Source: an optimization exercise on an open RTL-to-GDS flow (aim: small area and a short achievable clock period). Production flows keep margins and buffers that such runs may drop.
Power figures rest on the tool's default switching activity, not on a simulated workload.

// desiredDrive_reg
module desiredDrive_reg(
    input clk, rst_n,
    input [11:0] avg_torque,
    input [4:0] cadence,
    input not_pedaling,
    input [12:0] incline,
    input [2:0] scale,
    output logic [11:0] target_curr
);
Size: ~44 flip-flops, about 48 I/O pins.
clock: 13.0 ns
lec_check: 0
cap_margin: 20
core_margin: 2
core_utilization: 40
cts_buf_list: sky130_fd_sc_hd__clkbuf_4 sky130_fd_sc_hd__clkbuf_8
slew_margin: 20
tns_end_percent: 5
standard.sh (not shown) runs the stock make flow with config.mk's settings and CLKGATE_MAP_FILE= SYNTH_SCRIPT=/design/flow/synth_recipe.tcl, a recipe that flattens the netlist after the stock synthesis.
==> flow/flow/run.sh <==
#!/bin/bash
# Layout flow: the standard flow (standard.sh), with these changes:
#  - synthesis: Yosys's generic "synth -run fine:" step skips its early ABC
#    pass (-noabc), so that extract_fa sees the RTL's full adders as written
#    (without the input/output inversions that pass puts around them), and
#    extract_fa leaves the carry-propagate adders (instances u_cpa_*) to the
#    final ABC mapping instead of building them from adder cells; the rest of
#    synthesis (dfflibmap, flatten, renaming) is as in the standard flow's synthesis, but
#    the final ABC mapping runs flow/map.abc, a delay-oriented mapping without
#    ABC's own buffering and sizing (OpenROAD's repair sizes the cells later);
#  - the port buffers are PORT_BUF cells;
#  - ORFS's timing repair aims for SETUP_MARGIN ns of setup slack.
# The SDC, the clock period and every other step are the standard flow's.
set -euo pipefail
HERE=$(pwd)
SETUP_MARGIN=7.8
PORT_BUF=sky130_fd_sc_hd__buf_1
# ORFS's synth.tcl with the changes
sed -e 's/synth -top \$::env(DESIGN_NAME) -run fine: {\*}\$synth_full_args/synth -top $::env(DESIGN_NAME) -run fine: -noabc {*}$synth_full_args/' \
    -e 's/extract_fa {\*}\[dont_use_extract_fa_args\]/extract_fa {*}[dont_use_extract_fa_args] c:* c:*u_cpa_* %d/' \
    -e "s#^  log_cmd abc {\*}\\\$abc_args\$#  log_cmd abc {*}[lreplace \$abc_args 1 1 $HERE/flow/map.abc]#" \
    "$FLOW_HOME/scripts/synth.tcl" > "$HERE/synth_changed.tcl"
grep -q -F -- '-run fine: -noabc' "$HERE/synth_changed.tcl"
grep -q -F -- 'extract_fa {*}[dont_use_extract_fa_args] c:* c:*u_cpa_* %d' "$HERE/synth_changed.tcl"
grep -q -F -- "log_cmd abc {*}[lreplace \$abc_args 1 1 $HERE/flow/map.abc]" "$HERE/synth_changed.tcl"
# The standard flow's synthesis wrapper, sourcing the changed synth.tcl
sed "s#source \$::env(SCRIPTS_DIR)/synth.tcl#source $HERE/synth_changed.tcl#" synth_recipe.tcl > "$HERE/flow_synth.tcl"
grep -q -F "source $HERE/synth_changed.tcl" "$HERE/flow_synth.tcl"
# The standard.sh, pointed at that wrapper
sed "s#SYNTH_SCRIPT=[^ ]*#SYNTH_SCRIPT=$HERE/flow_synth.tcl#" standard.sh > "$HERE/flow_standard.sh"
grep -q -F "SYNTH_SCRIPT=$HERE/flow_synth.tcl" "$HERE/flow_standard.sh"
bash "$HERE/flow_standard.sh" SETUP_SLACK_MARGIN=$SETUP_MARGIN \
    "BUFFER_PORTS_ARGS=-buffer_cell $PORT_BUF" finish > "$HERE/flow_make.log" 2>&1
==> flow/flow/map.abc <==
strash
dch
map -B 0.9
topo
stime -c
Change:
--- a/flow/flow/run.sh
+++ b/flow/flow/run.sh
@@ -7,5 +7,4 @@
 #    final ABC mapping instead of building them from adder cells; the rest of
-#    synthesis (dfflibmap, flatten, renaming) is as in the standard flow's synthesis, but
-#    the final ABC mapping runs flow/map.abc, a delay-oriented mapping without
-#    ABC's own buffering and sizing (OpenROAD's repair sizes the cells later);
+#    synthesis (dfflibmap, the final ABC mapping, flatten, renaming) is as in
+#    the standard flow's synthesis;
 #  - the port buffers are PORT_BUF cells;
@@ -15,3 +14,3 @@
 HERE=$(pwd)
-SETUP_MARGIN=7.8
+SETUP_MARGIN=8.0
 PORT_BUF=sky130_fd_sc_hd__buf_1
@@ -20,3 +19,2 @@
     -e 's/extract_fa {\*}\[dont_use_extract_fa_args\]/extract_fa {*}[dont_use_extract_fa_args] c:* c:*u_cpa_* %d/' \
-    -e "s#^  log_cmd abc {\*}\\\$abc_args\$#  log_cmd abc {*}[lreplace \$abc_args 1 1 $HERE/flow/map.abc]#" \
     "$FLOW_HOME/scripts/synth.tcl" > "$HERE/synth_changed.tcl"
@@ -24,3 +22,2 @@
 grep -q -F -- 'extract_fa {*}[dont_use_extract_fa_args] c:* c:*u_cpa_* %d' "$HERE/synth_changed.tcl"
-grep -q -F -- "log_cmd abc {*}[lreplace \$abc_args 1 1 $HERE/flow/map.abc]" "$HERE/synth_changed.tcl"
 # The standard flow's synthesis wrapper, sourcing the changed synth.tcl
Settings changed: ABC_AREA set to 1.
removed: flow/flow/map.abc
After rerunning:
- total power goes up by about 5.6%
- die area goes up by about 4.6%
- core utilization goes down by 0.38 points
- design area goes up by 3.3%
- routed wire length goes up by about 5%
- worst setup slack improves by 170 ps
- sequential power is about the same
- clock-buffer cell count stays the same
- cell count goes up by about 0.9%
- global-route usage goes down by 0.45 points
No functional check of the RTL was part of any run of this note.

-- re-timing with driven ports --
No port has a modelled driver above. Below, the same layouts with a new extraction and two added sets of constraints.
Step 1, drivers: a clkbuf_16 drives clk and a buf_2 each remaining input, both assumed.
Step 2, shift: input delay + t, output delay - t, t = (earliest + latest rising clock arrival at the registers) / 2. This alone moves slack from input paths to output paths.
Slacks: ideal / step 1 / step 2; pairs: ideal / step 1.
run | shift t [ns] | setup slack, ns | cell pins on the clock port's net
the first run | 0.364 | 7.966 / 7.985 / 7.621 | 1
the second run | 0.354 | 8.140 / 8.159 / 7.805 | 1
After both steps setup and hold are still met in every run listed. The setup slack of the first run, which loses most, moves by +0.019 ns with the drivers and by -0.345 ns with both steps.
